Background: an optimization exercise with open tools, aiming at small area. Do not read the settings as production practice.
At most, simulation tests tie the RTL to the original design; equivalence was not proved.
The RTL of run 3 was laid out without a check of its function.

==> flow/design.v (outline; a module is shown in full before it is edited, if it fits) <==
// module booth_mac: 3006 lines
// module mac_fa: 6 lines
// module g_oai22: 5 lines
// module g_nor2: 5 lines
// module g_xnor2: 5 lines
// module g_xor2: 5 lines
// module mac_ha: 6 lines
// module mac_bk64: 256 lines
// module rf_rdport: 27 lines
// module g_aoi222: 5 lines
// module g_nand4: 5 lines
// module g_nand3: 5 lines
// module g_or3: 5 lines
// module icarus_core: 370 lines
// module g_majn: 5 lines
// module g_mux3: 5 lines
// module g_ao221: 5 lines
// module g_mux4: 5 lines
module icarus_core(Clk, Rst, IM_Addr, IM_Data, DM_Addr, DM_Read, DM_WriteEn, DM_WriteData, DM_ReadData, WB_Enable, WB_Reg, WB_Data);
  // ...
==> flow/run.sh <==
#!/bin/bash
# synth_recipe.tcl (not shown) runs the flow's synth.tcl, then flattens the netlist and writes it again
# the make line also repeats each setting of config.mk as NAME=value (left out here)
make -C /OpenROAD-flow-scripts/flow DESIGN_CONFIG=/design/flow/config.mk WORK_HOME=/design/flow/orfs CLKGATE_MAP_FILE= SYNTH_SCRIPT=/design/flow/synth_recipe.tcl finish
==> flow/config.mk <==
export PLATFORM = sky130hd
export DESIGN_NAME = icarus_core
export DESIGN_NICKNAME = icarus_core
export VERILOG_FILES = /design/flow/design.v
export SDC_FILE = /design/flow/constraint.sdc
export NUM_CORES = 4
export LEC_CHECK = 0
export CAP_MARGIN = 20
export CORE_MARGIN = 2
export CORE_UTILIZATION = 45
export CTS_BUF_LIST = sky130_fd_sc_hd__clkbuf_16
export CTS_CLUSTER_DIAMETER = 100
export CTS_CLUSTER_SIZE = 20
export PLACE_DENSITY = 0.55
export SLEW_MARGIN = 20
export SYNTH_HIERARCHICAL = 1
export SYNTH_MINIMUM_KEEP_SIZE = 0
==> flow/constraint.sdc <==
create_clock -name core_clock -period 20.0 [get_ports {Clk}]
set_input_delay 4.0000 -clock core_clock [delete_from_list [all_inputs] [get_ports {Clk}]]
set_output_delay 4.0000 -clock core_clock [all_outputs]
set_load 0.01 [all_outputs]
==> results.txt, run 1 <==
Outcome:
- The flow ran to the end and the layout has no timing, DRC or antenna violations.

Critical path:
- The critical path ends at f_ins[19].
- The category of the worst setup path launch point is a flip-flop.
- In this run the register-to-register setup slack is 2080 ps.
- Data on the critical path arrives at its endpoint at 18520 ps.

Finish:
- The register ranked first by flip-flop count is rf.
- The flip-flop count of the largest register after layout is between 1000 and 1500.
- 32 antenna diodes ended up in the layout.
- There are 1390 flip-flops and latches.

Yosys:
- Sorting the synthesized cells by area gives the leading types as sky130_fd_sc_hd__edfxtp_1 38%, sky130_fd_sc_hd__fa_1 13%, sky130_fd_sc_hd__a222oi_1 9.0%.
- In the synthesized netlist the async set-or-reset flop fraction comes to 0.0324.
- By count the netlist is led by 1080 x sky130_fd_sc_hd__edfxtp_1, 768 x sky130_fd_sc_hd__a222oi_1, 631 x sky130_fd_sc_hd__xor2_1.
- The number of flip-flops and latches in the synthesized netlist is 1390.
- The synthesized area per cell is 12.8 um^2.

Clock network:
- In this run the clock root is driven by a sky130_fd_sc_hd__clkbuf_16.
- Buffers added to address setup during post-CTS repair amount to 0.
- Clock tree synthesis found a total of 1390 sinks.
- After clock tree synthesis, the clock-pin slew on the worst setup and hold paths is 90 ps.

Route:
- The top layer reached by signal wires is met5.

GRT:
- For this run, global-route usage on met1 was measured as 0.521.

Place:
- The routability congestion estimate is slightly above 1.

Hold path:
- The path class of the tightest hold or removal check is flip-flop to flip-flop.
==> run 2: changes to the inputs <==
==> flow/flow/run.sh (new file) <==
#!/bin/bash
# Standard layout flow; the port buffers use the smallest buffer cell.
set -e
export BUFFER_PORTS_ARGS="-buffer_cell sky130_fd_sc_hd__buf_1"
bash standard.sh > standard_flow.log 2>&1
==> flow/standard.sh (new file) <==
#!/bin/bash
# synth_recipe.tcl (not shown) runs the flow's synth.tcl, then flattens the netlist and writes it again
# the make line also repeats each setting of config.mk as NAME=value (left out here)
make -C /OpenROAD-flow-scripts/flow DESIGN_CONFIG=/design/flow/config.mk WORK_HOME=/design/flow/orfs CLKGATE_MAP_FILE= SYNTH_SCRIPT=/design/flow/synth_recipe.tcl "${@:-finish}"
removed: flow/run.sh
==> run 2 against run 1 <==
Still clean on timing, DRC and antenna. Clock skew is 8.9 ps higher. Routed wire length shrank 0.54%. Critical path depth unchanged.
==> results.txt, run 2 <==
Timing:
- The minimum clock period after layout is 17930 ps.
- The count of endpoints failing setup in the final report is 0.
- The headroom to the max-slew limit is 0.193.
- Setup repair after global routing left no endpoint under its margin.
- The worst hold slack after final layout is 345 ps.
- For the final database, setup skew stands at slightly below 40 ps.
- Static timing analysis puts the maximum clock frequency at 55.8 MHz.
- Dividing the final minimum period by the clock period gives 0.896.
- The final count of pins violating max slew is 0.
- The transition time at the pin with the least slew margin is 1200 ps.
- The total negative slack for setup checks is 0 ps.
- The number of failing hold endpoints at the final stage is 0.

Finish:
- The layout cell share with drive strength beyond 1 is 0.104.
- The area added between synthesis and finish is 10.1%.
- The net count of the finished layout is between 7000 and 8000.
- The register ranked first by flip-flop count is rf.
- In the layout the commonest cells are 1080 x sky130_fd_sc_hd__edfxtp_1, 768 x sky130_fd_sc_hd__a222oi_1, 614 x sky130_fd_sc_hd__xor2_1.
- The number of cells in the finished layout apart from fillers is 9627.
- The flip-flop count of the largest register after layout is 1024 (unchanged).
- Once layout is done, the placed cells without fillers occupy 93700 um^2.
- The most frequent standard cell in the layout excluding fill and tap cells is sky130_fd_sc_hd__edfxtp_1.

Critical path:
- For the worst flop-to-flop path, the logic depth is 51.
- The most common cell type on the critical path is sky130_fd_sc_hd__maj3_2.
- The worst setup path is launched from a flip-flop.
- The peak per-stage delay on the critical path is around 810 ps.
- The worst setup path category is flip-flop to flip-flop.
- In this run the worst setup path begins at w_dest[1].
- Following the worst setup path forward leads to its endpoint at pc[2].
- The signal arrival time at the worst endpoint is 18540 ps (+20 ps).
- Along the worst path, the maximum fanout reaches 32.
- The endpoint of the most critical register-to-register path is pc[2].
- The worst register-to-register path begins at w_dest[1].
- The register-to-register setup slack was 2070 ps (about the same).
- The cell with the largest stage delay on the worst path is sky130_fd_sc_hd__a21oi_2.
- STA classifies the critical path endpoint as a flip-flop.
- At the worst endpoint, the required time is 20610 ps.

GRT:
- The global-route total usage across every layer is 0.406.
- The via count of the first global-routing pass came to 68503.
- Summed over all layers, the global routing overflow is 0.
- The first global-routing pass estimated 552000 um of wire.
- The initial antenna violation count is 60.
- Entering global routing, the biggest net connects between 60 and 70 pins.

Floorplan:
- The horizontal die dimension is 439 um.
- 181 I/O pins were placed.
- The die extent in y is 439 um.
- The floorplan step defined a die boundary enclosing 193000 um^2.
- The effective utilization at floorplan is 0.453.
- The floorplan has 159 rows.
- The area inside the core boundary is between 150000 and 200000 um^2.

Clock network:
- Clock tree synthesis inserted a total of 81 buffers.
- The register clock-pin slew on the reported worst setup and hold paths is 100 ps (about the same).
- TritonCTS built the clock tree.
- The number of buffers on the longest clock path is 3.
- The worst-skew pair later-pin latency is 750 ps.
- The sink count of the clock tree is 1390 (unchanged).
- After clock tree synthesis, the flow added hold-fix buffers numbering 0.
- The count of cells resized by post-cts repair is 0.
- Clock tree synthesis selected as its root buffer the cell sky130_fd_sc_hd__clkbuf_16.
- The buffer count from post-CTS setup fixing came to 0 (unchanged).
- The maximum level of the CTS H-tree is 3.

Yosys:
- The proportion of register bits with asynchronous set or reset after synthesis is 0.0324 (unchanged).
- The sequential fraction of the synthesis area is 0.457.
- Among all flip-flop cells after synthesis, the most frequent one is sky130_fd_sc_hd__edfxtp_1.
- By area the synthesized netlist is led by sky130_fd_sc_hd__edfxtp_1 38%, sky130_fd_sc_hd__fa_1 13%, sky130_fd_sc_hd__a222oi_1 9.0%.
- The cell count after synthesis came out at ~6700.
- The number of distinct library cell variants in the gate-level netlist after synthesis is 103.
- The fraction of post-synthesis cell area in the top cell type by area is 0.381.
- Summing every instance area after synthesis gives 85100 um^2.
- The number of flip-flops and latches in the synthesized netlist is 1390 (unchanged).
- The synthesized area per cell is 12.8 um^2 (unchanged).
- Ranked by instance count, the synthesized netlist is headed by 1080 x sky130_fd_sc_hd__edfxtp_1, 768 x sky130_fd_sc_hd__a222oi_1, 631 x sky130_fd_sc_hd__xor2_1.
- For this run, the number of Yosys warnings is 7.
- The number of flops mapped to enable cells by yosys is approximately 1100.
- sky130_fd_sc_hd__edfxtp_1 takes more of the synthesized area than any other cell.
- In the post-synthesis netlist, the cell with the most instances is sky130_fd_sc_hd__edfxtp_1.

Route:
- The detailed-router iteration count before antenna repair is 22.
- For this run, design rule violations remaining after detail routing come to 0.
- After detailed routing, the average wire length per cell comes to 41.5 um.
- The first routing iteration left about 15000 violations.
- The count of nets left with antenna violations once routing finished came out at 0.
- Wires add up to 400000 um.
- Across all layers, the routed design uses just over 70000 vias.
- The per-cell via count in the routed design is 7.44.

Place:
- Counting tap cells, the placed design contains a total of 9460 instances.
- During placement, the flow inserted port buffers numbering 160.
- The routability congestion estimate is 0.988 (-2.2%).
- Once placement finished, the instance area stood at 91200 um^2.
- Summed over all nets, the half-perimeter wirelength after detailed placement is 266000 um.

Outcome:
- The run finished with no timing, DRC or antenna violations.

Hold path:
- The type of the most critical hold path is flip-flop to flip-flop.

Job:
- Max-cap violations in this run came to 0.
-- run 2: cell types whose count changed in the layout (fill, tap and decap cells not counted), moves of 2 or more --
| cell | previous run | this run |
|---|---|---|
| sky130_fd_sc_hd__diode_2 | 32 | 37 |
| sky130_fd_sc_hd__buf_1 | 0 | 160 |
| sky130_fd_sc_hd__buf_4 | 287 | 284 |
| sky130_fd_sc_hd__buf_12 | 2 | 0 |
| sky130_fd_sc_hd__clkdlybuf4s50_1 | 160 | 0 |
| sky130_fd_sc_hd__inv_12 | 2 | 0 |
| sky130_fd_sc_hd__clkinv_8 | 3 | 5 |
-- run 2: layer usage --
layer  up-vias  wire (um)  GRT usage
met4        40      31400      0.259
met5         -        267          0
met1     36076     143000      0.512
met2      5924     176000      0.621
met3      1337      49200      0.107
li1      28203          -          -
-- run 2: worst max-delay path, delay by kind of cell, from the launching register on --
| kind | cells | cell delay (ps) |
|---|---|---|
| mux | 1 | 360 |
| fa+ha+maj | 31 | 9830 |
| simple gates | 7 | 2700 |
| compound gates | 11 | 3860 |
| flops | 1 | 790 |
| xor+xnor | 1 | 210 |
-- run 2: final cells by class --
| cell class | count | area (um^2) |
|---|---|---|
| sequential | 1390 | 38900 |
| fill | 16531 | 94100 |
| clock buffer | 83 | 2080 |
| multi-input combinational | 4940 | 45700 |
| clock inverter | 46 | 267 |
| timing repair buffer | 446 | 2790 |
| tap | 2495 | 3120 |
| inverter | 190 | 713 |
| antenna | 37 | 92.6 |
-- run 2: through the flow --
| step | util | worst slack (ps) |
|---|---|---|
| final | 0.499 | 2070 |
| after global routing | 0.498 | 1560 |
| after CTS | 0.498 | 2290 |
| after detailed placement | 0.486 | 2350 |
| after global placement | 0.485 | 2230 |
| after floorplan | - | 4240 |
-- run 2: cell families (layout without fill, tap and decap cells) --
logic type / after synthesis / after routing / synth area share
AO/OA/AOI/OAI: 1956 / 1956 / 0.186
flip-flops: 1390 / 1390 / 0.457
AND/OR/NAND/NOR: 1270 / 1270 / 0.0764
adder cells (fa/ha/maj): 751 / 751 / 0.159
XOR/XNOR: 736 / 736 / 0.0760
buffers and inverters: 401 / 765 / 0.0205
multiplexers: 158 / 158 / 0.0251
other: 2 / 106 / 0.0000883
-- run 2: modules after synthesis, one instance, submodules excluded, excerpt --
module	flops+latches	area (um^2)
icarus_core	1390	50400
mac_bk64	0	1710
booth_mac	0	718
g_mux4	0	22.5
g_majn	0	15.0
g_mux3	0	13.8
mac_ha	0	12.5
g_ao221	0	10.0
g_aoi222	0	10.0
g_xor2	0	8.76
g_xnor2	0	8.76
g_nand4	0	6.26
g_or3	0	6.26
g_oai22	0	6.26
g_nand3	0	5.00
g_nor2	0	3.75
-- run 2: how the worst min path moves through the flow --
stage                        from      end  slack, ps  depth (start not counted)
final                     e_bs[1]  m_bs[1]        350                          0
after floorplan           e_bs[0]  m_bs[0]        310                          0
after global routing      e_bs[1]  m_bs[1]        360                          0
after detailed placement  e_bs[1]  m_bs[1]        320                          0
after global placement    e_bs[1]  m_bs[1]        310                          0
after CTS                 e_bs[1]  m_bs[1]        340                          0
==> module icarus_core, before the edit <==
module icarus_core(Clk, Rst, IM_Addr, IM_Data, DM_Addr, DM_Read, DM_WriteEn, DM_WriteData, DM_ReadData, WB_Enable, WB_Reg, WB_Data);
    input Clk, Rst;
    output [31:0] IM_Addr;
    input [31:0] IM_Data;
    output [7:0] DM_Addr;
    output DM_Read;
    output reg [3:0] DM_WriteEn;
    output [31:0] DM_WriteData;
    input [31:0] DM_ReadData;
    output WB_Enable;
    output [4:0] WB_Reg;
    output [31:0] WB_Data;
    localparam [3:0] C_ADD = 4'd0, C_SLT = 4'd1, C_SLTU = 4'd2, C_AND = 4'd3,
                     C_OR = 4'd4, C_XOR = 4'd5, C_R = 4'd6, C_M2 = 4'd7, C_SE = 4'd8;
    reg [11:0] pc;
    reg hold;
    reg [31:0] f_ins;
    reg [11:0] f_pc4;
    reg [31:0] e_rd1, e_rd2;
    reg [4:0] e_rs, e_rt;
    reg [15:0] e_imm;
    reg [3:0] e_cls;
    reg e_rw, e_mr, e_mw;
    reg [1:0] e_bs;
    reg [31:0] m_alu, m_wd;
    reg [4:0] m_dest;
    reg m_rw, m_mr, m_mw;
    reg [1:0] m_bs;
    reg [31:0] w_data;
    reg [4:0] w_dest;
    reg w_rw;
    reg [31:0] hi, lo;
    reg hv, lv;
    reg [1023:0] rf;
    reg [31:0] rv;
    wire [5:0] op = f_ins[31:26];
    wire [4:0] rs = f_ins[25:21];
    wire [4:0] rt = f_ins[20:16];
    wire [15:0] imm = f_ins[15:0];
    wire [5:0] fn = f_ins[5:0];
    wire op_ld = (op == 6'h20) | (op == 6'h21) | (op == 6'h23);
    wire op_st = (op == 6'h28) | (op == 6'h29) | (op == 6'h2b);
    wire op_immalu = (op[5:3] == 3'b001);
    wire d_rw = (op == 6'h00) | op_immalu | (op == 6'h1c) | (op == 6'h1f) | op_ld;
    wire d_br = (op == 6'h01) | (op[5:2] == 4'b0001);
    wire d_jmp = (op == 6'h02) | (op == 6'h03) | ((op == 6'h00) & (fn == 6'h08));
    wire d_jal = (op == 6'h03);
    wire d_beqne = (op == 6'h04) | (op == 6'h05);
    reg [3:0] d_cls;
    always @(*) begin
        case (op)
            6'h00, 6'h02, 6'h03: d_cls = C_R;
            6'h01, 6'h04, 6'h05, 6'h06, 6'h07: d_cls = C_ADD;
            6'h08, 6'h09: d_cls = C_ADD;
            6'h0a, 6'h0f: d_cls = C_SLT;
            6'h0b: d_cls = C_SLTU;
            6'h0c: d_cls = C_AND;
            6'h0d: d_cls = C_OR;
            6'h0e: d_cls = C_XOR;
            6'h1c: d_cls = C_M2;
            6'h1f: d_cls = C_SE;
            6'h20, 6'h21, 6'h23, 6'h28, 6'h29, 6'h2b, 6'h3f: d_cls = C_ADD;
            default: d_cls = C_R;
        endcase
    end
    wire byp_rs = w_rw & (w_dest == rs);
    wire byp_rt = w_rw & (w_dest == rt);
    reg [31:0] sel_rs, sel_rt;
    integer k;
    always @(*) begin
        for (k = 0; k < 32; k = k + 1) begin
            sel_rs[k] = (rs == k) & rv[k] & ~byp_rs;
            sel_rt[k] = (rt == k) & rv[k] & ~byp_rt;
        end
    end
    wire [31:0] rd1, rd2;
    rf_rdport rp1(.q(rf), .sel(sel_rs), .byp(byp_rs), .wd(w_data), .y(rd1));
    rf_rdport rp2(.q(rf), .sel(sel_rt), .byp(byp_rt), .wd(w_data), .y(rd2));
    wire idA_mem = m_rw & (m_dest == rs) & (rs != 5'd0);
    wire idB_mem = m_rw & (m_dest == rt) & (rt != 5'd0);
    wire [31:0] id_a = idA_mem ? m_alu : rd1;
    wire [31:0] id_b = idB_mem ? m_alu : (((op == 6'h01) & ~byp_rt) ? {27'd0, rt} : rd2);
    wire bc_eq = (id_a == id_b);
    wire [31:0] ltc;
    assign ltc[0] = 1'b0;
    genvar gl;
    generate for (gl = 0; gl < 31; gl = gl + 1) begin : ltch
        g_majn lm(.a(id_a[gl]), .b(id_b[gl]), .c(ltc[gl]), .y(ltc[gl+1]));
    end endgenerate
    wire bc_lt = (id_a[31] ^ id_b[31]) ? id_a[31] : ltc[31];
    reg bc;
    always @(*) begin
        case (op)
            6'h04: bc = bc_eq;
            6'h05: bc = ~bc_eq;
            6'h06: bc = bc_lt | bc_eq;
            6'h07: bc = ~(bc_lt | bc_eq);
            6'h01: bc = (id_b == 32'd0) ? id_a[31] : ((id_b == 32'd1) ? ~id_a[31] : 1'b0);
            default: bc = 1'b0;
        endcase
    end
    wire e_isR = (e_cls == C_R);
    wire [4:0] e_hd = e_isR ? e_imm[15:11] : e_rt;
    wire c1 = (m_dest == rs) | (d_beqne & (m_dest == rt));
    wire c2 = (e_hd == rs) | (d_beqne & (e_hd == rt));
    wire c3 = (e_hd == 5'd31);
    wire c4 = (e_hd == rs) | (e_hd == rt);
    reg stall, br_take, jmp_take;
    always @(*) begin
        stall = 1'b0;
        br_take = d_br & bc;
        jmp_take = d_jmp;
        if (d_br & m_mr) begin
            stall = c1;
            if (c1) br_take = 1'b0;
        end else if (d_br & (e_rw | e_mr)) begin
            stall = c2;
            if (c2) br_take = 1'b0;
        end else if (d_jmp & e_rw) begin
            stall = c3;
            if (c3) begin br_take = 1'b0; jmp_take = 1'b0; end
        end else if (e_mr) begin
            stall = c4;
        end
    end
    wire [11:0] pc4;
    wire [10:0] pcc;
    assign pc4[1:0] = pc[1:0];
    assign pc4[2] = ~pc[2];
    assign pcc[0] = pc[2];
    genvar gp;
    generate for (gp = 3; gp < 12; gp = gp + 1) begin : pcinc
        mac_ha ph(.a(pc[gp]), .b(pcc[gp-3]), .s(pc4[gp]), .co(pcc[gp-2]));
    end endgenerate
    wire [18:0] bd;
    wire [18:2] bdc;
    assign bd[1:0] = f_pc4[1:0];
    assign bdc[2] = 1'b0;
    generate for (gp = 2; gp < 12; gp = gp + 1) begin : bdlo
        mac_fa bf(.a(f_pc4[gp]), .b(imm[gp-2]), .c(bdc[gp]), .s(bd[gp]), .co(bdc[gp+1]));
    end endgenerate
    generate for (gp = 12; gp < 18; gp = gp + 1) begin : bdhi
        mac_ha bh(.a(imm[gp-2]), .b(bdc[gp]), .s(bd[gp]), .co(bdc[gp+1]));
    end endgenerate
    assign bd[18] = imm[15] ^ bdc[18];
    wire [31:0] jd = (op == 6'h00) ? id_a : {4'd0, f_ins[25:0], 2'b00};
    reg [31:0] npc;
    always @(*) begin
        case ({jmp_take, br_take})
            2'b00: npc = {20'd0, pc4};
            2'b01: npc = {{13{bd[18]}}, bd};
            2'b10: npc = jd;
            default: npc = 32'd0;
        endcase
    end
    wire npc_gt = (npc > 32'd2048);
    always @(posedge Clk or posedge Rst) begin
        if (Rst) begin
            pc <= 12'd0;
            hold <= 1'b1;
        end else if (npc_gt) begin
            pc <= 12'd0;
        end else if (hold) begin
            hold <= 1'b0;
        end else if (~stall) begin
            pc <= npc[11:0];
        end
    end
    assign IM_Addr = {20'd0, pc};
    always @(posedge Clk) begin
        if (Rst | br_take | jmp_take)
            f_ins <= 32'd0;
        else if (~stall)
            f_ins <= IM_Data;
        if (~stall)
            f_pc4 <= pc4;
    end
    always @(posedge Clk) begin
        if (Rst | stall) begin
            e_rw <= 1'b0; e_mr <= 1'b0; e_mw <= 1'b0; e_cls <= C_ADD;
        end else begin
            e_rw <= d_rw; e_mr <= op_ld; e_mw <= op_st; e_cls <= d_cls;
        end
        e_rd1 <= rd1;
        e_rd2 <= rd2;
        e_rs <= rs;
        e_rt <= rt;
        e_imm <= imm;
        e_bs <= op[1:0];
    end
    wire exA_mem = m_rw & (m_dest == e_rs) & (e_rs != 5'd0);
    wire exA_wb = w_rw & (w_dest == e_rs) & (e_rs != 5'd0);
    wire exB_mem = m_rw & (m_dest == e_rt) & (e_rt != 5'd0);
    wire exB_wb = w_rw & (w_dest == e_rt);
    wire [31:0] A, FB;
    wire sA_m = exA_mem, sA_w = ~exA_mem & exA_wb, sA_r = ~exA_mem & ~exA_wb;
    wire sB_m = exB_mem, sB_w = ~exB_mem & exB_wb, sB_r = ~exB_mem & ~exB_wb;
    genvar gf;
    generate for (gf = 0; gf < 32; gf = gf + 1) begin : fwd
        g_mux3 ma(.s0(sA_m), .d0(m_alu[gf]), .s1(sA_w), .d1(w_data[gf]), .s2(sA_r), .d2(e_rd1[gf]), .y(A[gf]));
        g_mux3 mb(.s0(sB_m), .d0(m_alu[gf]), .s1(sB_w), .d1(w_data[gf]), .s2(sB_r), .d2(e_rd2[gf]), .y(FB[gf]));
    end endgenerate
    wire e_immcls = (e_cls <= C_XOR);
    wire e_sext = (e_cls <= C_SLTU);
    wire [31:0] SE = {e_sext ? {16{e_imm[15]}} : 16'd0, e_imm};
    wire [31:0] B = e_immcls ? SE : FB;
    wire [5:0] efn = e_imm[5:0];
    wire [4:0] esh = e_imm[10:6];
    wire [4:0] edest = e_immcls ? e_rt : e_imm[15:11];
    wire r = (e_cls == C_R);
    wire m2 = (e_cls == C_M2);
    wire fz = (efn[5:3] == 3'b000);
    wire f_mult  = r & (efn == 6'h18);
    wire f_multu = r & (efn == 6'h19);
    wire f_mthi  = r & (efn == 6'h11);
    wire f_mtlo  = r & (efn == 6'h13);
    wire f_mfhi  = r & (efn == 6'h10);
    wire f_mflo  = r & (efn == 6'h12);
    wire f_movn  = r & (efn == 6'h0b);
    wire f_movz  = r & (efn == 6'h0a);
    wire f_jr    = r & (efn == 6'h08);
    wire f_sub   = r & (efn == 6'h22);
    wire f_slt   = (r & (efn == 6'h2a)) | (e_cls == C_SLT);
    wire f_sltu  = (r & (efn == 6'h2b)) | (e_cls == C_SLTU);
    wire f_and   = (r & (efn == 6'h24)) | (e_cls == C_AND);
    wire f_or    = (r & (efn == 6'h25)) | (e_cls == C_OR);
    wire f_xor   = (r & (efn == 6'h26)) | (e_cls == C_XOR);
    wire f_nor   = r & (efn == 6'h27);
    wire f_sh    = r & fz & (efn[2:0] != 3'b001) & (efn[2:0] != 3'b101);
    wire f_madd  = m2 & (efn == 6'h00);
    wire f_msub  = m2 & (efn == 6'h04);
    wire f_mul   = m2 & (efn == 6'h02);
    wire f_se    = (e_cls == C_SE);
    wire f_add = ~(f_mult | f_multu | f_mthi | f_mtlo | f_mfhi | f_mflo | f_movn | f_movz | f_jr |
                   f_sub | f_slt | f_sltu | f_and | f_or | f_xor | f_nor | f_sh | f_madd | f_msub | f_mul | f_se);
    wire sh_var = efn[2], sh_right = efn[1], sh_arith = efn[0];
    wire [4:0] samt = sh_var ? A[4:0] : esh;
    wire sh_big = sh_var & (A[31:5] != 27'd0);
    wire sh_rot = sh_right & ~sh_arith & (sh_var ? (esh != 5'd0) : (e_rs == 5'd1));
    wire rot_ok = (A[31:6] == 26'd0) & (~A[5] | (A[4:0] == 5'd0));
    wire sh_zero = sh_rot ? (sh_var & ~rot_ok) : (sh_big | (~sh_var & sh_right & ~sh_arith & (e_rs[4:1] != 4'd0)));
    wire f_sra = f_sh & sh_arith;
    wire addlike = f_add | f_sub | f_slt | f_sltu;
    wire oh_en = addlike | (f_sh & ~sh_zero);
    wire a_en = f_mult | f_multu | f_mul | f_madd | f_msub;
    wire [4:0] kk = addlike ? 5'd0 : (sh_right ? (5'd0 - samt) : samt);
    reg [31:0] xoh;
    integer q;
    always @(*) begin
        for (q = 0; q < 32; q = q + 1)
            xoh[q] = oh_en & (kk == q);
    end
    wire msgn = ~(f_multu | f_sltu | f_sh);
    wire [32:0] mA = {a_en & msgn & A[31], ({32{a_en}} & A) | xoh};
    wire [32:0] mB = {msgn & B[31], B[31] & ~f_sra, B[30:0]};
    wire [31:0] hir = hv ? hi : 32'd0;
    wire [31:0] lor = lv ? lo : 32'd0;
    wire acc_hl = f_madd | f_msub | f_mfhi | f_mflo;
    wire acc_a = addlike | f_movn | f_movz | f_mtlo;
    wire [31:0] acc_lo = ({32{acc_hl}} & lor) | ({32{acc_a}} & A);
    wire [31:0] acc_hi = ({32{acc_hl}} & hir) | ({32{f_mthi}} & A) | {32{acc_a & ~f_sltu & A[31]}};
    wire mneg = f_msub | f_sub | f_slt | f_sltu;
    wire [63:0] P;
    booth_mac mac(.X(mA), .Y(mB), .n(mneg), .C({acc_hi, acc_lo}), .P(P));
    wire hi_we = f_mult | f_multu | f_madd | f_msub | f_mthi;
    wire lo_we = f_mult | f_multu | f_madd | f_msub | f_mtlo;
    always @(posedge Clk) begin
        if (Rst) begin
            hv <= 1'b0; lv <= 1'b0;
        end else begin
            if (hi_we) hv <= 1'b1;
            if (lo_we) lv <= 1'b1;
        end
        if (hi_we) hi <= P[63:32];
        if (lo_we) lo <= P[31:0];
    end
    wire lo_en = f_add | f_sub | f_mul | f_movn | f_movz | f_mflo |
                 (f_sh & (~sh_right | sh_rot | (samt == 5'd0)));
    wire hi_en = f_mfhi | (f_sh & sh_right);
    wire lt0 = f_nor, lt1 = f_or | f_xor, lt3 = f_and | f_or;
    wire [31:0] logic_res;
    genvar gq;
    generate for (gq = 0; gq < 32; gq = gq + 1) begin : lgc
        g_mux4 lu(.d0(lt0), .d1(lt1), .d2(lt1), .d3(lt3), .s0(B[gq]), .s1(A[gq]), .y(logic_res[gq]));
    end endgenerate
    wire se_h = f_se & (esh == 5'b11000);
    wire se_b = f_se & (esh == 5'b10000);
    wire [31:0] se_res = ({32{se_h}} & {{16{B[15]}}, B[15:0]}) | ({32{se_b}} & {{24{B[7]}}, B[7:0]});
    wire [31:0] res_x = logic_res | se_res | {f_sra & B[31], 30'd0, (f_slt | f_sltu) & P[63]};
    wire [31:0] res;
    genvar gr;
    generate for (gr = 0; gr < 32; gr = gr + 1) begin : rsel
        g_ao221 ra(.a1(lo_en), .a2(P[gr]), .b1(hi_en), .b2(P[gr+32]), .c(res_x[gr]), .y(res[gr]));
    end endgenerate
    wire alu_rw = ~(f_mult | f_multu | f_mthi | f_mtlo | f_jr | f_madd | f_msub |
                    (f_movn & (B == 32'd0)) | (f_movz & (B != 32'd0)));
    always @(posedge Clk) begin
        if (Rst) begin
            m_rw <= 1'b0; m_mr <= 1'b0; m_mw <= 1'b0;
        end else begin
            m_rw <= e_rw & alu_rw; m_mr <= e_mr; m_mw <= e_mw;
        end
        m_alu <= res;
        m_wd <= FB;
        m_dest <= edest;
        m_bs <= e_bs;
    end
    wire [1:0] ma = m_alu[1:0];
    assign DM_Addr = m_alu[9:2];
    assign DM_Read = m_mr;
    always @(*) begin
        DM_WriteEn = 4'b0000;
        if (m_mw) begin
            case (m_bs)
                2'b11: if (ma == 2'b00) DM_WriteEn = 4'b1111;
                2'b00: DM_WriteEn = 4'b0001 << ma;
                2'b01: if (ma == 2'b00) DM_WriteEn = 4'b0011; else if (ma == 2'b10) DM_WriteEn = 4'b1100;
                default: DM_WriteEn = 4'b0000;
            endcase
        end
    end
    assign DM_WriteData[7:0] = m_wd[7:0];
    assign DM_WriteData[15:8] = (m_bs == 2'b00) ? m_wd[7:0] : m_wd[15:8];
    assign DM_WriteData[23:16] = (m_bs == 2'b11) ? m_wd[23:16] : m_wd[7:0];
    assign DM_WriteData[31:24] = (m_bs == 2'b11) ? m_wd[31:24] : ((m_bs == 2'b00) ? m_wd[7:0] : m_wd[15:8]);
    wire [31:0] word = DM_ReadData;
    reg [31:0] ld;
    always @(*) begin
        ld = 32'd0;
        case (m_bs)
            2'b11: if (ma == 2'b00) ld = word;
            2'b00: case (ma)
                2'b00: ld = {{24{word[7]}}, word[7:0]};
                2'b01: ld = {{24{word[15]}}, word[15:8]};
                2'b10: ld = {{24{word[15]}}, word[23:16]};
                default: ld = {{24{word[15]}}, word[31:24]};
            endcase
            2'b01: if (ma == 2'b00) ld = {{16{word[15]}}, word[15:0]};
                   else if (ma == 2'b10) ld = {{16{word[15]}}, word[31:16]};
            default: ld = 32'd0;
        endcase
    end
    always @(posedge Clk) begin
        if (Rst) w_rw <= 1'b0;
        else w_rw <= m_rw;
        w_data <= m_mr ? ld : m_alu;
        w_dest <= m_dest;
    end
    assign WB_Enable = w_rw;
    assign WB_Reg = w_dest;
    assign WB_Data = w_data;
    integer i;
    always @(posedge Clk) begin
        for (i = 0; i < 32; i = i + 1) begin
            if (d_jal && i == 31)
                rf[i*32 +: 32] <= {20'd0, f_pc4};
            else if (w_rw && w_dest == i)
                rf[i*32 +: 32] <= w_data;
        end
    end
    always @(posedge Clk or posedge Rst) begin
        if (Rst)
            rv <= 32'd0;
        else begin
            for (i = 0; i < 32; i = i + 1)
                if ((d_jal && i == 31) || (w_rw && w_dest == i))
                    rv[i] <= 1'b1;
        end
    end
endmodule
==> run 3: changes to the inputs <==
--- a/flow/design.v
+++ b/flow/design.v
@@ -3534,14 +3534,8 @@
     wire exA_wb = w_rw & (w_dest == e_rs) & (e_rs != 5'd0);
     wire exB_mem = m_rw & (m_dest == e_rt) & (e_rt != 5'd0);
     wire exB_wb = w_rw & (w_dest == e_rt);
-    wire [31:0] A, FB;
-    wire sA_m = exA_mem, sA_w = ~exA_mem & exA_wb, sA_r = ~exA_mem & ~exA_wb;
-    wire sB_m = exB_mem, sB_w = ~exB_mem & exB_wb, sB_r = ~exB_mem & ~exB_wb;
-    genvar gf;
-    generate for (gf = 0; gf < 32; gf = gf + 1) begin : fwd
-        g_mux3 ma(.s0(sA_m), .d0(m_alu[gf]), .s1(sA_w), .d1(w_data[gf]), .s2(sA_r), .d2(e_rd1[gf]), .y(A[gf]));
-        g_mux3 mb(.s0(sB_m), .d0(m_alu[gf]), .s1(sB_w), .d1(w_data[gf]), .s2(sB_r), .d2(e_rd2[gf]), .y(FB[gf]));
-    end endgenerate
+    wire [31:0] A = exA_mem ? m_alu : (exA_wb ? w_data : e_rd1);
+    wire [31:0] FB = exB_mem ? m_alu : (exB_wb ? w_data : e_rd2);
     wire e_immcls = (e_cls <= C_XOR);
     wire e_sext = (e_cls <= C_SLTU);
     wire [31:0] SE = {e_sext ? {16{e_imm[15]}} : 16'd0, e_imm};
@@ -3619,21 +3613,13 @@
     wire lo_en = f_add | f_sub | f_mul | f_movn | f_movz | f_mflo |
                  (f_sh & (~sh_right | sh_rot | (samt == 5'd0)));
     wire hi_en = f_mfhi | (f_sh & sh_right);
-    wire lt0 = f_nor, lt1 = f_or | f_xor, lt3 = f_and | f_or;
-    wire [31:0] logic_res;
-    genvar gq;
-    generate for (gq = 0; gq < 32; gq = gq + 1) begin : lgc
-        g_mux4 lu(.d0(lt0), .d1(lt1), .d2(lt1), .d3(lt3), .s0(B[gq]), .s1(A[gq]), .y(logic_res[gq]));
-    end endgenerate
+    wire [31:0] logic_res = ({32{f_and}} & (A & B)) | ({32{f_or}} & (A | B)) |
+                            ({32{f_xor}} & (A ^ B)) | ({32{f_nor}} & ~(A | B));
     wire se_h = f_se & (esh == 5'b11000);
     wire se_b = f_se & (esh == 5'b10000);
     wire [31:0] se_res = ({32{se_h}} & {{16{B[15]}}, B[15:0]}) | ({32{se_b}} & {{24{B[7]}}, B[7:0]});
-    wire [31:0] res_x = logic_res | se_res | {f_sra & B[31], 30'd0, (f_slt | f_sltu) & P[63]};
-    wire [31:0] res;
-    genvar gr;
-    generate for (gr = 0; gr < 32; gr = gr + 1) begin : rsel
-        g_ao221 ra(.a1(lo_en), .a2(P[gr]), .b1(hi_en), .b2(P[gr+32]), .c(res_x[gr]), .y(res[gr]));
-    end endgenerate
+    wire [31:0] res = ({32{lo_en}} & P[31:0]) | ({32{hi_en}} & P[63:32]) | logic_res | se_res |
+                      {f_sra & B[31], 30'd0, (f_slt | f_sltu) & P[63]};
     wire alu_rw = ~(f_mult | f_multu | f_mthi | f_mtlo | f_jr | f_madd | f_msub |
                     (f_movn & (B == 32'd0)) | (f_movz & (B != 32'd0)));
     always @(posedge Clk) begin
@@ -3715,18 +3701,3 @@
     output y;
     assign y = (~a & b) | (~a & c) | (b & c);
 endmodule
-module g_mux3(s0, d0, s1, d1, s2, d2, y);
-    input s0, d0, s1, d1, s2, d2;
-    output y;
-    assign y = (s0 & d0) | (s1 & d1) | (s2 & d2);
-endmodule
-module g_ao221(a1, a2, b1, b2, c, y);
-    input a1, a2, b1, b2, c;
-    output y;
-    assign y = (a1 & a2) | (b1 & b2) | c;
-endmodule
-module g_mux4(d0, d1, d2, d3, s0, s1, y);
-    input d0, d1, d2, d3, s0, s1;
-    output y;
-    assign y = s1 ? (s0 ? d3 : d2) : (s0 ? d1 : d0);
-endmodule
==> run 3 against run 2 <==
Critical path type unchanged. Via count increased by 2.4%. Highest routed layer unchanged. Critical path depth increased by 5. Register-to-register slack gained 390 ps. Still clean. Hold slack lost 13 ps. Fmax is 2.2% higher. Synthesized cell count up 4.9%. Synthesized area rose by 1.6%. Design area is 1.3% higher. Worst setup slack better by 390 ps.
==> results.txt, run 3 <==
Finish:
- From synthesis to final layout, the design area changed by 9.80%.
- The number of cells in the finished layout apart from fillers is 9935 (+3.2%).
- The layout cell share with drive strength beyond 1 came to 0.0962 (-0.00751).
- The library cells used most frequently in the layout, excluding fill and tap cells, are 1080 x sky130_fd_sc_hd__edfxtp_1, 736 x sky130_fd_sc_hd__a222oi_1, 632 x sky130_fd_sc_hd__o22ai_1.
- The end-of-flow core utilization was 0.498 (-0.000697).
- The net count of the finished layout is 8194 (+4.6%).
- More flip-flops sit in one register than any other, and that register is rf.
- The flip-flop count of the largest register after layout is 1024 (unchanged).
- The library cell used most frequently in the layout, excluding fill and tap cells, is sky130_fd_sc_hd__edfxtp_1.

GRT:
- The first-pass GRT wire length was 562000 um (+1.8%).
- The initial antenna violation count was 48 (-20%).
- The sum of overflow across all layers after global routing was 0 (unchanged).
- The pin count of the biggest net entering global routing is 65 (unchanged).
- The via count of the first global-routing pass is 70944 (+3.6%).
- The global-route total usage across every layer is 0.404 (-0.00264).

Yosys:
- Ranked by total cell area, the synthesized netlist is headed by sky130_fd_sc_hd__edfxtp_1 38%, sky130_fd_sc_hd__fa_1 13%, sky130_fd_sc_hd__a222oi_1 8.5%.
- The number of flops mapped to enable cells by yosys is 1080 (unchanged).
- The number of distinct library cell variants in the gate-level netlist after synthesis was 115 (+12%).
- The most used flip-flop cell after synthesis is sky130_fd_sc_hd__edfxtp_1.
- Sorting the synthesized cells by how often they occur yields 1080 x sky130_fd_sc_hd__edfxtp_1, 736 x sky130_fd_sc_hd__a222oi_1, 632 x sky130_fd_sc_hd__o22ai_1.
- The proportion of register bits with asynchronous set or reset after synthesis is 0.0324 (unchanged).
- The sequential fraction of the synthesis area is 0.450 (-0.00733).
- The mapped cell area is 86400 um^2 (+1.6%).
- The fraction of post-synthesis cell area in the top cell type by area is 0.375 (-0.00611).
- The largest total area in the synthesized netlist belongs to sky130_fd_sc_hd__edfxtp_1.
- The synthesized area per cell is 12.4 um^2 (-3.2%).
- The number of flip-flops and latches in the synthesized netlist is 1390 (unchanged).
- The number of warnings printed during yosys synthesis is 7 (unchanged).
- The most common cell in the netlist is sky130_fd_sc_hd__edfxtp_1.
- The number of cells produced by synthesis came to 6993 (+4.9%).

Clock network:
- The buffer count from post-CTS setup fixing came to 0 (unchanged).
- The worst-skew pair later-pin latency is 740 ps (about the same).
- The root cell of the clock tree is sky130_fd_sc_hd__clkbuf_16.
- The count of hold buffers inserted by post-cts repair is 0 (unchanged).
- The number of buffers on the longest clock path is 3 (unchanged).
- The maximum level of the CTS H-tree is 3 (unchanged).
- The number of buffers added by the clock tree synthesis step is 81 (unchanged).
- The CTS tree is built.
- The register clock-pin slew on the reported worst setup and hold paths came to 100 ps (about the same).
- The sink count of the clock tree came to 1390 (unchanged).
- The count of cells resized by post-cts repair is 0 (unchanged).

Timing:
- The headroom to the max-slew limit is 0.143 (-0.0495).
- The total negative slack for setup checks was 0 ps (unchanged).
- The maximum clock frequency was 57.0 MHz (+2.2%).
- The number of failing hold endpoints at the final stage came to 0 (unchanged).
- The transition time at the pin with the least slew margin came to 1290 ps (+82.8 ps).
- Setup repair after global routing left no endpoint under its margin.
- The worst setup skew after layout came to 37.0 ps (-2.55 ps).
- The count of endpoints failing setup in the final report is 0 (unchanged).
- The worst setup margin is 2470 ps (+394 ps).
- The final count of pins violating max slew is 0 (unchanged).
- The ratio of final minimum period to clock period came to 0.877 (-0.0197).
- The minimum clock period after layout is 17530 ps (-394 ps).

Critical path:
- The critical path is of the flip-flop to flip-flop type.
- The signal arrival time at the worst endpoint is 18150 ps (-390 ps).
- In this design, the critical path's most frequently occurring cell is sky130_fd_sc_hd__maj3_2.
- The largest fanout on the critical path was 37 (+16%).
- The cell with the largest stage delay on the worst path is sky130_fd_sc_hd__dfxtp_1.
- The category of the worst setup path launch point is a flip-flop.
- The peak per-stage delay on the critical path is 800 ps (about the same).
- The required arrival time at the worst endpoint is 20620 ps (about the same).
- The worst setup path is captured at a flip-flop.

Route:
- The count of vias placed by the detailed router was 73292 (+2.4%).
- The number of design-rule violations left by the first detailed-router iteration is 14662 (-1.8%).
- The wire length reported by the detailed router is 405000 um (+1.3%).
- The remaining design rule violation count came to 0 (unchanged).
- The detailed-router iteration count before antenna repair is 15 (-32%).
- The per-cell via count in the routed design came to 7.38 (-0.78%).
- The detailed-route wire length per cell is 40.8 um (-1.8%).
- The remaining antenna violation count after routing was 0 (unchanged).

Place:
- The routability congestion estimate is 1.01 (+2.0%).
- The half-perimeter wire length after placement is 269000 um (+1.1%).
- The worst slack after detailed placement came to 2810 ps (+460 ps).
- The count of port buffers added during placement was 160 (unchanged).
- The count of placed standard cells including taps is 9769 (+3.3%).

Floorplan:
- The horizontal die dimension is 442 um (+0.80%).
- The die extent in y is 442 um (+0.80%).
- The I/O pin total was 181 (unchanged).
- The die outline area is 196000 um^2 (+1.6%).
- The area inside the core boundary was 191000 um^2 (+1.5%).
- The standard-cell row count is 160 (+0.63%).
- The effective utilization at floorplan is 0.454 (+0.000661).

Job:
- The number of violations of the max-capacitance limit is 0 (unchanged).

Hold path:
- The worst hold path belongs to the class flip-flop to flip-flop.

Outcome:
- The flow ran to the end and the layout has no timing, DRC or antenna violations.
[run 3: cell type report]
type                       instances  area (um^2)
multi-input combinational       5201        46700
clock buffer                      82         2050
antenna                           35         87.6
inverter                         210          788
fill                           16907        95700
sequential                      1390        38900
timing repair buffer             460         2940
clock inverter                    46          298
tap                             2511         3140
[run 3: critical path: cells and delay by family, from the launching register on]
kind / cells / cell delay (ps)
buffers and inverters: 4 / 870
flip-flops: 1 / 800
adder cells (fa/ha/maj): 31 / 9750
AND/OR/NAND/NOR: 12 / 3590
AO/OA/AOI/OAI: 8 / 2130
XOR/XNOR: 1 / 210
[run 3: cell families after synthesis]
kind of cell	count (synthesis)	synth area share
AOI/OAI and AO/OA	2043	0.183
xor gates and xnor gates	715	0.0726
adders and majority gates	815	0.166
buffers and inverters	469	0.0241
DFF	1390	0.450
muxes	185	0.0231
other	2	0.0000869
and+or+nand+nor	1374	0.0816
[run 3: modules after synthesis (local to each module, per instance), a selection]
module | times used | flip-flops and latches
icarus_core | 1 | 1390
mac_bk64 | 1 | 0
booth_mac | 1 | 0
mac_fa | 553 | 0
g_majn | 31 | 0
mac_ha | 127 | 0
g_aoi222 | 704 | 0
g_xnor2 | 16 | 0
g_xor2 | 560 | 0
g_nand4 | 128 | 0
g_oai22 | 559 | 0
g_or3 | 64 | 0
g_nand3 | 64 | 0
g_nor2 | 17 | 0
[run 3: routing by layer]
| layer | wire length (um) | GRT usage |
|---|---|---|
| met5 | 261 | 0 |
| met4 | 35200 | 0.292 |
| met3 | 48300 | 0.111 |
| met2 | 179000 | 0.615 |
| met1 | 143000 | 0.495 |
[run 3: final timing paths]
kind,start,endpoint,slack (ps),depth (start not counted)
worst max register to register,f_ins[20],pc[2],2470,56
worst min register to register,e_bs[1],m_bs[1],330,0
min in group asynchronous,Rst,pc[11],3660,2
worst min-delay path,e_bs[1],m_bs[1],330,0
max in group asynchronous,Rst,rv[27],15300,3
worst max-delay path,f_ins[20],pc[2],2470,56
[run 3: stage by stage]
step                      hold WS, ps  area (um^2)
after global placement            311        92300
after global routing              353        94900
after detailed placement          316        92400
after floorplan                   310        86700
after CTS                         334        94700
final                             332        94900
==> run 4: changes to the inputs <==
--- a/flow/design.v
+++ b/flow/design.v
@@ -3420,8 +3420,18 @@
     rf_rdport rp2(.q(rf), .sel(sel_rt), .byp(byp_rt), .wd(w_data), .y(rd2));
     wire idA_mem = m_rw & (m_dest == rs) & (rs != 5'd0);
     wire idB_mem = m_rw & (m_dest == rt) & (rt != 5'd0);
-    wire [31:0] id_a = idA_mem ? m_alu : rd1;
-    wire [31:0] id_b = idB_mem ? m_alu : (((op == 6'h01) & ~byp_rt) ? {27'd0, rt} : rd2);
+    wire [31:0] id_a, id_b;
+    wire bgz_c = (op == 6'h01) & ~byp_rt & ~idB_mem;
+    wire idB_r = ~idB_mem & ~bgz_c;
+    genvar gi;
+    generate for (gi = 0; gi < 32; gi = gi + 1) begin : idf
+        g_mux2 fa(.a(rd1[gi]), .b(m_alu[gi]), .s(idA_mem), .y(id_a[gi]));
+        if (gi < 5) begin : lo5
+            g_mux3 fb(.s0(idB_mem), .d0(m_alu[gi]), .s1(idB_r), .d1(rd2[gi]), .s2(bgz_c), .d2(rt[gi]), .y(id_b[gi]));
+        end else begin : hi27
+            g_ao22 fb(.a1(idB_mem), .a2(m_alu[gi]), .b1(idB_r), .b2(rd2[gi]), .y(id_b[gi]));
+        end
+    end endgenerate
     wire bc_eq = (id_a == id_b);
     wire [31:0] ltc;
     assign ltc[0] = 1'b0;
@@ -3534,8 +3544,14 @@
     wire exA_wb = w_rw & (w_dest == e_rs) & (e_rs != 5'd0);
     wire exB_mem = m_rw & (m_dest == e_rt) & (e_rt != 5'd0);
     wire exB_wb = w_rw & (w_dest == e_rt);
-    wire [31:0] A = exA_mem ? m_alu : (exA_wb ? w_data : e_rd1);
-    wire [31:0] FB = exB_mem ? m_alu : (exB_wb ? w_data : e_rd2);
+    wire [31:0] A, FB;
+    wire sA_m = exA_mem, sA_w = ~exA_mem & exA_wb, sA_r = ~exA_mem & ~exA_wb;
+    wire sB_m = exB_mem, sB_w = ~exB_mem & exB_wb, sB_r = ~exB_mem & ~exB_wb;
+    genvar gf;
+    generate for (gf = 0; gf < 32; gf = gf + 1) begin : fwd
+        g_mux3 ma(.s0(sA_m), .d0(m_alu[gf]), .s1(sA_w), .d1(w_data[gf]), .s2(sA_r), .d2(e_rd1[gf]), .y(A[gf]));
+        g_mux3 mb(.s0(sB_m), .d0(m_alu[gf]), .s1(sB_w), .d1(w_data[gf]), .s2(sB_r), .d2(e_rd2[gf]), .y(FB[gf]));
+    end endgenerate
     wire e_immcls = (e_cls <= C_XOR);
     wire e_sext = (e_cls <= C_SLTU);
     wire [31:0] SE = {e_sext ? {16{e_imm[15]}} : 16'd0, e_imm};
@@ -3613,13 +3629,21 @@
     wire lo_en = f_add | f_sub | f_mul | f_movn | f_movz | f_mflo |
                  (f_sh & (~sh_right | sh_rot | (samt == 5'd0)));
     wire hi_en = f_mfhi | (f_sh & sh_right);
-    wire [31:0] logic_res = ({32{f_and}} & (A & B)) | ({32{f_or}} & (A | B)) |
-                            ({32{f_xor}} & (A ^ B)) | ({32{f_nor}} & ~(A | B));
+    wire lt0 = f_nor, lt1 = f_or | f_xor, lt3 = f_and | f_or;
+    wire [31:0] logic_res;
+    genvar gq;
+    generate for (gq = 0; gq < 32; gq = gq + 1) begin : lgc
+        g_mux4 lu(.d0(lt0), .d1(lt1), .d2(lt1), .d3(lt3), .s0(B[gq]), .s1(A[gq]), .y(logic_res[gq]));
+    end endgenerate
     wire se_h = f_se & (esh == 5'b11000);
     wire se_b = f_se & (esh == 5'b10000);
     wire [31:0] se_res = ({32{se_h}} & {{16{B[15]}}, B[15:0]}) | ({32{se_b}} & {{24{B[7]}}, B[7:0]});
-    wire [31:0] res = ({32{lo_en}} & P[31:0]) | ({32{hi_en}} & P[63:32]) | logic_res | se_res |
-                      {f_sra & B[31], 30'd0, (f_slt | f_sltu) & P[63]};
+    wire [31:0] res_x = logic_res | se_res | {f_sra & B[31], 30'd0, (f_slt | f_sltu) & P[63]};
+    wire [31:0] res;
+    genvar gr;
+    generate for (gr = 0; gr < 32; gr = gr + 1) begin : rsel
+        g_ao221 ra(.a1(lo_en), .a2(P[gr]), .b1(hi_en), .b2(P[gr+32]), .c(res_x[gr]), .y(res[gr]));
+    end endgenerate
     wire alu_rw = ~(f_mult | f_multu | f_mthi | f_mtlo | f_jr | f_madd | f_msub |
                     (f_movn & (B == 32'd0)) | (f_movz & (B != 32'd0)));
     always @(posedge Clk) begin
@@ -3652,22 +3676,23 @@
     assign DM_WriteData[23:16] = (m_bs == 2'b11) ? m_wd[23:16] : m_wd[7:0];
     assign DM_WriteData[31:24] = (m_bs == 2'b11) ? m_wd[31:24] : ((m_bs == 2'b00) ? m_wd[7:0] : m_wd[15:8]);
     wire [31:0] word = DM_ReadData;
-    reg [31:0] ld;
-    always @(*) begin
-        ld = 32'd0;
-        case (m_bs)
-            2'b11: if (ma == 2'b00) ld = word;
-            2'b00: case (ma)
-                2'b00: ld = {{24{word[7]}}, word[7:0]};
-                2'b01: ld = {{24{word[15]}}, word[15:8]};
-                2'b10: ld = {{24{word[15]}}, word[23:16]};
-                default: ld = {{24{word[15]}}, word[31:24]};
-            endcase
-            2'b01: if (ma == 2'b00) ld = {{16{word[15]}}, word[15:0]};
-                   else if (ma == 2'b10) ld = {{16{word[15]}}, word[31:16]};
-            default: ld = 32'd0;
-        endcase
-    end
+    wire ld_b = (m_bs == 2'b00), ld_h = (m_bs == 2'b01), ld_w = m_bs[1];
+    wire ld_ok = ld_b | (ld_h & ~ma[0]) | (ma == 2'b00);
+    wire [1:0] lane = ld_b ? ma : {ld_h & ma[1], 1'b0};
+    wire ld_sgn = (ld_b & (ma == 2'b00)) ? word[7] : word[15];
+    wire [31:0] ld;
+    genvar gm;
+    generate for (gm = 0; gm < 8; gm = gm + 1) begin : ldlo
+        wire t;
+        g_mux4 lm(.d0(word[gm]), .d1(word[8+gm]), .d2(word[16+gm]), .d3(word[24+gm]), .s0(lane[0]), .s1(lane[1]), .y(t));
+        assign ld[gm] = ld_ok & t;
+    end endgenerate
+    generate for (gm = 8; gm < 16; gm = gm + 1) begin : ldmid
+        assign ld[gm] = ld_ok & (ld_b ? ld_sgn : (lane[1] ? word[16+gm] : word[gm]));
+    end endgenerate
+    generate for (gm = 16; gm < 32; gm = gm + 1) begin : ldhi
+        assign ld[gm] = ld_ok & (ld_w ? word[gm] : ld_sgn);
+    end endgenerate
     always @(posedge Clk) begin
         if (Rst) w_rw <= 1'b0;
         else w_rw <= m_rw;
@@ -3701,3 +3726,28 @@
     output y;
     assign y = (~a & b) | (~a & c) | (b & c);
 endmodule
+module g_mux3(s0, d0, s1, d1, s2, d2, y);
+    input s0, d0, s1, d1, s2, d2;
+    output y;
+    assign y = (s0 & d0) | (s1 & d1) | (s2 & d2);
+endmodule
+module g_ao221(a1, a2, b1, b2, c, y);
+    input a1, a2, b1, b2, c;
+    output y;
+    assign y = (a1 & a2) | (b1 & b2) | c;
+endmodule
+module g_mux4(d0, d1, d2, d3, s0, s1, y);
+    input d0, d1, d2, d3, s0, s1;
+    output y;
+    assign y = s1 ? (s0 ? d3 : d2) : (s0 ? d1 : d0);
+endmodule
+module g_mux2(a, b, s, y);
+    input a, b, s;
+    output y;
+    assign y = s ? b : a;
+endmodule
+module g_ao22(a1, a2, b1, b2, y);
+    input a1, a2, b1, b2;
+    output y;
+    assign y = (a1 & a2) | (b1 & b2);
+endmodule
==> run 4 against run 3 <==
Hold slack better by 56 ps. Worst setup slack improved by 810 ps. Sequential share of layout area increased by 1.4 points. Via count is 6.9% lower. Register-to-register slack gained 810 ps. Core utilization increased by 0.30 points. Critical path depth is 5 lower. Synthesized cell count shrank 9.8%. Die area fell by 3.8%. Flip-flop and latch count unchanged. Fmax up 4.8%. Critical path type unchanged. Critical endpoint is now f_ins[25]. Highest routed layer unchanged.
==> results.txt, run 4 <==
Route:
- The wire length reported by the detailed router is 381000 um (-6.0%).
- The remaining antenna violation count after routing came to 0 (unchanged).
- The detailed-route wire length per cell is 41.1 um (+0.62%).
- The remaining design rule violation count is 0 (unchanged).
- The per-cell via count in the routed design is 7.36 (-0.28%).
- The count of vias placed by the detailed router is 68261 (-6.9%).
- The detailed-router iteration count before antenna repair is 15 (unchanged).
- The number of design-rule violations left by the first detailed-router iteration is 15277 (+4.2%).

Clock network:
- TritonCTS built the clock tree.
- The maximum level of the CTS H-tree is 3 (unchanged).
- The worst-skew pair later-pin latency is 770 ps (+30 ps).
- Clock tree synthesis selected as its root buffer the cell sky130_fd_sc_hd__clkbuf_16.
- The register clock-pin slew on the reported worst setup and hold paths is 100 ps (about the same).
- The sink count of the clock tree is 1390 (unchanged).
- The buffer count from post-CTS setup fixing is 0 (unchanged).
- The count of hold buffers inserted by post-cts repair is 0 (unchanged).
- The number of buffers on the longest clock path is 3 (unchanged).
- The number of buffers added by the clock tree synthesis step was 82 (+1.2%).
- The count of cells resized by post-cts repair is 0 (unchanged).

Timing:
- The transition time at the pin with the least slew margin came to 1260 ps (-22.2 ps).
- The minimum clock period after layout came to 16720 ps (-810 ps).
- The number of failing hold endpoints at the final stage is 0 (unchanged).
- The count of endpoints failing setup in the final report is 0 (unchanged).
- Setup repair after global routing left no endpoint under its margin.
- The headroom to the max-slew limit is 0.152 (+0.00873).
- The maximum clock frequency is 59.8 MHz (+4.8%).
- The total negative slack for setup checks was 0 ps (unchanged).
- The ratio of final minimum period to clock period is 0.836 (-0.0405).
- The worst setup skew after layout is 43.5 ps (+6.57 ps).
- The final count of pins violating max slew is 0 (unchanged).

Finish:
- The flip-flop and latch area is 38900 um^2 (about the same).
- The top cell types in the final layout, fill and taps aside, are 1080 x sky130_fd_sc_hd__edfxtp_1, 773 x sky130_fd_sc_hd__a222oi_1, 596 x sky130_fd_sc_hd__xor2_1.
- The flip-flop count of the largest register after layout is 1024 (unchanged).
- The most frequent standard cell in the layout excluding fill and tap cells is sky130_fd_sc_hd__edfxtp_1.
- The layout cell share with drive strength beyond 1 is 0.109 (+0.0128).
- The area growth from synthesis to layout is 10.4%.
- The number of cells in the finished layout apart from fillers is 9279 (-6.6%).
- The number of filler cells placed in the layout came to 15926 (-5.8%).
- The register with the most flip-flops in the final layout is rf.
- The multi-input combinational cell area is 43900 um^2 (-6.0%).
- The net count of the finished layout came to 7514 (-8.3%).

Yosys:
- The number of cells produced by synthesis is 6305 (-9.8%).
- The number of flip-flops and latches in the synthesized netlist was 1390 (unchanged).
- The proportion of register bits with asynchronous set or reset after synthesis was 0.0324 (unchanged).
- The largest area contributor in the synthesized netlist is sky130_fd_sc_hd__edfxtp_1.
- The commonest cells after synthesis are 1080 x sky130_fd_sc_hd__edfxtp_1, 773 x sky130_fd_sc_hd__a222oi_1, 613 x sky130_fd_sc_hd__xor2_1.
- The number of warnings printed during yosys synthesis was 7 (unchanged).
- The mapped cell area is 83200 um^2 (-3.8%).
- In the synthesized netlist the dominant register cell turns out to be sky130_fd_sc_hd__edfxtp_1.
- The number of distinct library cell variants in the gate-level netlist after synthesis is 96 (-17%).
- The most common cell in the netlist is sky130_fd_sc_hd__edfxtp_1.
- The sequential fraction of the synthesis area is 0.467 (+0.0178).
- The number of flops mapped to enable cells by yosys came to 1080 (unchanged).
- Sorting the synthesized cells by area gives the leading types as sky130_fd_sc_hd__edfxtp_1 39%, sky130_fd_sc_hd__fa_1 13%, sky130_fd_sc_hd__a222oi_1 9.3%.
- The fraction of post-synthesis cell area in the top cell type by area was 0.390 (+0.0149).
- The synthesized area per cell is 13.2 um^2 (+6.7%).

Critical path:
- The largest fanout on the critical path is 36 (-2.7%).
- The worst setup path category is flip-flop to flip-flop.
- The cell that appears most often on the critical path is sky130_fd_sc_hd__maj3_2.
- The required arrival time at the worst endpoint is 20650 ps (+30 ps).
- The slowest stage of the critical path is the sky130_fd_sc_hd__dfxtp_1 cell.
- The register-to-register setup slack is 3280 ps (+810 ps).
- The worst setup path is captured at a flip-flop.
- The category of the worst setup path launch point is a flip-flop.
- The peak per-stage delay on the critical path is 770 ps (-30 ps).
- The signal arrival time at the worst endpoint came to 17380 ps (-770 ps).

Floorplan:
- The standard-cell row count is 157 (-1.9%).
- The die outline area was 188000 um^2 (-3.8%).
- The I/O pin total is 181 (unchanged).
- The area inside the core boundary came to 183000 um^2 (-3.8%).
- The die extent in y is 434 um (-1.9%).
- The horizontal die dimension is 434 um (-1.9%).
- The effective utilization at floorplan is 0.454 (about the same).

Place:
- The count of placed standard cells including taps was 9107 (-6.8%).
- The routability congestion estimate is 1.03 (+2.0%).
- The half-perimeter wire length after placement is 248000 um (-8.1%).
- The count of port buffers added during placement is 160 (unchanged).

GRT:
- The global-route total usage across every layer came to 0.397 (-0.00641).
- The initial antenna violation count is 39 (-19%).
- The first-pass GRT wire length is 524000 um (-6.7%).
- The via count of the first global-routing pass is 66387 (-6.4%).
- The sum of overflow across all layers after global routing is 0 (unchanged).
- The pin count of the biggest net entering global routing is 65 (unchanged).

Outcome:
- The flow ran to the end and the layout has no timing, DRC or antenna violations.

Hold path:
- The path class of the tightest hold or removal check is flip-flop to flip-flop.

Job:
- The number of violations of the max-capacitance limit is 0 (unchanged).
## run 4: layer usage
layer  vias up  global-route usage  part of all wire
met3      1433               0.108              0.12
li1      26883                   -                 -
met4        20               0.317             0.097
met5         -             0.00546           0.00067
met2      5656               0.617              0.45
met1     34269               0.464              0.34
## run 4: area by class of cell
cell class                 count  share of cell area
antenna                       36            0.000981
sequential                  1390               0.424
tap                         2464              0.0336
clock buffer                  86              0.0234
inverter                     217             0.00887
clock inverter                49             0.00311
multi-input combinational   4608               0.478
timing repair buffer         429              0.0285
## run 4: worst max-delay path, delay by kind of cell, from the launching register on
family / cells / cell delay (ps)
XOR/XNOR: 1 / 190
AND/OR/NAND/NOR: 9 / 2880
adder cells (fa/ha/maj): 31 / 9820
AO/OA/AOI/OAI: 4 / 1370
flip-flops: 1 / 770
buffers and inverters: 3 / 750
multiplexers: 3 / 730
## run 4: cell families after synthesis
group                      count (synthesis)  synth area share
DFF                                     1390             0.467
other                                      2         0.0000903
buffers and inverters                    374            0.0195
xor gates and xnor gates                 726            0.0765
AOI/OAI and AO/OA                       1787             0.177
adders and majority gates                752             0.163
muxes                                    153            0.0274
and+or+nand+nor                         1121            0.0698
## run 4: per-module statistics from Yosys (local to each module, per instance), a selection
module       copies in the design  flops+latches  area, um^2  cells inside
g_aoi222                      704              0        10.0             1
g_mux4                         40              0        22.5             1
g_ao22                         27              0        8.76             1
mac_fa                        553              0        20.0             1
g_oai22                       559              0        6.26             1
mac_bk64                        1              0        1710           245
g_mux3                         69              0        13.8             2
g_nor2                         17              0        3.75             1
g_nand3                        64              0        5.00             1
g_xor2                        560              0        8.76             1
mac_ha                        127              0        12.5             1
g_xnor2                        16              0        8.76             1
icarus_core                     1           1390       47500          2821
## run 4: final timing paths
check / from / cells past startpoint / endpoint
worst max-delay path: w_dest[1] / 51 / f_ins[25]
worst min-delay path: f_ins[11] / 0 / e_imm[11]
worst max register to register: w_dest[1] / 51 / f_ins[25]
worst min register to register: f_ins[11] / 0 / e_imm[11]
max in group asynchronous: Rst / 3 / rv[17]
min in group asynchronous: Rst / 3 / pc[6]
## run 4: through the flow
step                      cell area, um^2  worst slack [ps]  hold WS [ps]  utilization
after floorplan                     83400              4160           310            -
after global placement              89300              3270           392        0.487
after detailed placement            89300              3470           397        0.487
after CTS                           91700              3400           389        0.500
after global routing                91800              2730           398        0.501
final                               91800              3280           388        0.501
==> run 5: changes to the inputs <==
==> flow/run.sh (new file) <==
#!/bin/bash
# synth_recipe.tcl (not shown) runs the flow's synth.tcl, then flattens the netlist and writes it again
# the make line also repeats each setting of config.mk as NAME=value (left out here)
make -C /OpenROAD-flow-scripts/flow DESIGN_CONFIG=/design/flow/config.mk WORK_HOME=/design/flow/orfs CLKGATE_MAP_FILE= SYNTH_SCRIPT=/design/flow/synth_recipe.tcl finish
removed: flow/flow/run.sh
removed: flow/standard.sh
==> run 5 against run 4 <==
Worst setup slack got worse by 190 ps. Sequential share of layout area decreased by 0.42 points. Non-clock buffer count rose by 5. Critical endpoint is now f_ins[31]. Die area unchanged.
==> results.txt, run 5 <==
Finish:
- The final design instance area without fill is 92800 um^2 (+1.0%).
- The most frequent standard cell in the layout excluding fill and tap cells is sky130_fd_sc_hd__edfxtp_1.

Timing:
- The worst hold slack after final layout was 422 ps (+33.4 ps).
- The count of endpoints failing setup in the final report is 0 (unchanged).
- The worst setup margin is 3080 ps (-194 ps).
- The worst setup skew after layout was 31.6 ps (-11.9 ps).
- The number of failing hold endpoints at the final stage was 0 (unchanged).

Floorplan:
- The die extent in y is 434 um (unchanged).
- The effective utilization at floorplan came to 0.454 (unchanged).
- The I/O pin total is 181 (unchanged).
- The die outline area is 188000 um^2 (unchanged).

Yosys:
- The basic-gate share of the synthesized area counting and, or, nand and nor cells is 0.0698 (unchanged).
- The sequential fraction of the synthesis area is 0.467 (unchanged).
- The fraction of the mapped netlist area in adder cells was 0.163 (unchanged).
- Ranked by instance count, the synthesized netlist is headed by 1080 x sky130_fd_sc_hd__edfxtp_1, 773 x sky130_fd_sc_hd__a222oi_1, 613 x sky130_fd_sc_hd__xor2_1.

Critical path:
- The signal arrival time at the worst endpoint is 17580 ps (+200 ps).
- The worst setup path is launched from a flip-flop.
- The peak per-stage delay on the critical path is 820 ps (+50 ps).

Place:
- The routability congestion estimate came to 1.01 (-2.0%).
- The count of port buffers added during placement was 160 (unchanged).
- The count of placed standard cells including taps is 9112 (+0.055%).
- The half-perimeter wire length after placement is 255000 um (+2.9%).

GRT:
- The first-pass GRT wire length is 530000 um (+1.2%).

Clock network:
- TritonCTS built the clock tree.
- The buffer count from post-CTS setup fixing is 0 (unchanged).
- The count of cells resized by post-cts repair was 0 (unchanged).

Route:
- The wire length reported by the detailed router is 384000 um (+0.70%).
- The remaining antenna violation count after routing is 0 (unchanged).
- The per-cell via count in the routed design is 7.31 (-0.59%).
- The remaining design rule violation count is 0 (unchanged).

Hold path:
- The worst hold path begins at f_ins[11].

Outcome:
- The run finished with no timing, DRC or antenna violations.
-- run 5: worst max-delay path, delay by kind of cell, from the launching register on --
family                     cells  cell delay (ps)
buffers and inverters          4             1090
muxes                          3              730
AOI/OAI and AO/OA              4             1160
DFF                            1              820
xor gates and xnor gates       1              200
and+or+nand+nor                9             2940
adders and majority gates     31             9840
-- run 5: worst paths after layout --
| path | to | cells after the start |
|---|---|---|
| worst max-delay path | f_ins[31] | 52 |
| max in group asynchronous | rv[1] | 3 |
| min in group asynchronous | pc[0] | 3 |
| worst min register to register | e_imm[11] | 0 |
| worst max register to register | f_ins[31] | 52 |
| worst min-delay path | e_imm[11] | 0 |
-- run 5: per-module statistics from Yosys, one instance, submodules excluded, excerpt --
module	times used	cell area (um^2)
g_ao22	27	8.76
g_xor2	560	8.76
g_mux3	69	13.8
booth_mac	1	718
g_xnor2	16	8.76
g_mux2	32	15.0
g_or3	64	6.26
g_oai22	559	6.26
g_nand3	64	5.00
g_ao221	32	10.0
icarus_core	1	47500
g_mux4	40	22.5
mac_bk64	1	1710
g_majn	31	15.0
mac_ha	127	12.5
mac_fa	553	20.0
-- run 5: layout make-up --
cell class,instances,area (um^2)
Fill cell,15894,90500
Multi-Input combinational cell,4608,43900
Sequential cell,1390,38900
Timing Repair Buffer,434,3660
Tap cell,2464,3080
Clock buffer,82,2050
Inverter,217,815
Clock inverter,47,230
Antenna cell,57,143
-- run 5: layer usage --
metal | track usage | vias up | share of wire
met4 | 0.319 | 20 | 0.093
li1 | - | 26896 | -
met2 | 0.626 | 5450 | 0.46
met1 | 0.480 | 34275 | 0.34
met5 | 0 | - | 0.00035
met3 | 0.0930 | 1365 | 0.11
-- run 5: logic make-up (layout without fill, tap and decap cells) --
logic type / count (synthesis) / count (layout)
xor gates and xnor gates: 726 / 726
adders and majority gates: 752 / 752
muxes: 153 / 153
and+or+nand+nor: 1121 / 1121
other: 2 / 126
AOI/OAI and AO/OA: 1787 / 1787
buffers and inverters: 374 / 780
DFF: 1390 / 1390

-- static timing again, ports no longer ideal --
Ports are ideal in the flow. The routed layouts listed here were re-timed in OpenROAD. Step 1 assumes that a clkbuf_16 drives the clock port and a buf_2 every other input. Step 2, shift: input delay + t, output delay - t, t = (earliest + latest rising clock arrival at the registers) / 2. This alone moves slack from input paths to output paths. Slacks: ideal ports / drivers / drivers and shift; pairs: ideal ports / drivers.
| run | t, ns | slack for setup (ns) | latest minus earliest clock arrival (ns) | pins driven straight from the clock port |
|---|---|---|---|---|
| run 1 | 0.816 | 2.081 / 2.081 / 2.081 | 0.033 / 0.033 | 1 |
| run 2 | 0.821 | 2.072 / 2.072 / 2.072 | 0.050 / 0.050 | 1 |
| run 3 | 0.805 | 2.466 / 2.466 / 2.466 | 0.042 / 0.042 | 1 |
| run 4 | 0.825 | 3.276 / 3.276 / 3.276 | 0.044 / 0.044 | 1 |
| run 5 | 0.804 | 3.082 / 3.082 / 3.082 | 0.033 / 0.032 | 1 |
After both steps setup and hold are still met in every run listed.
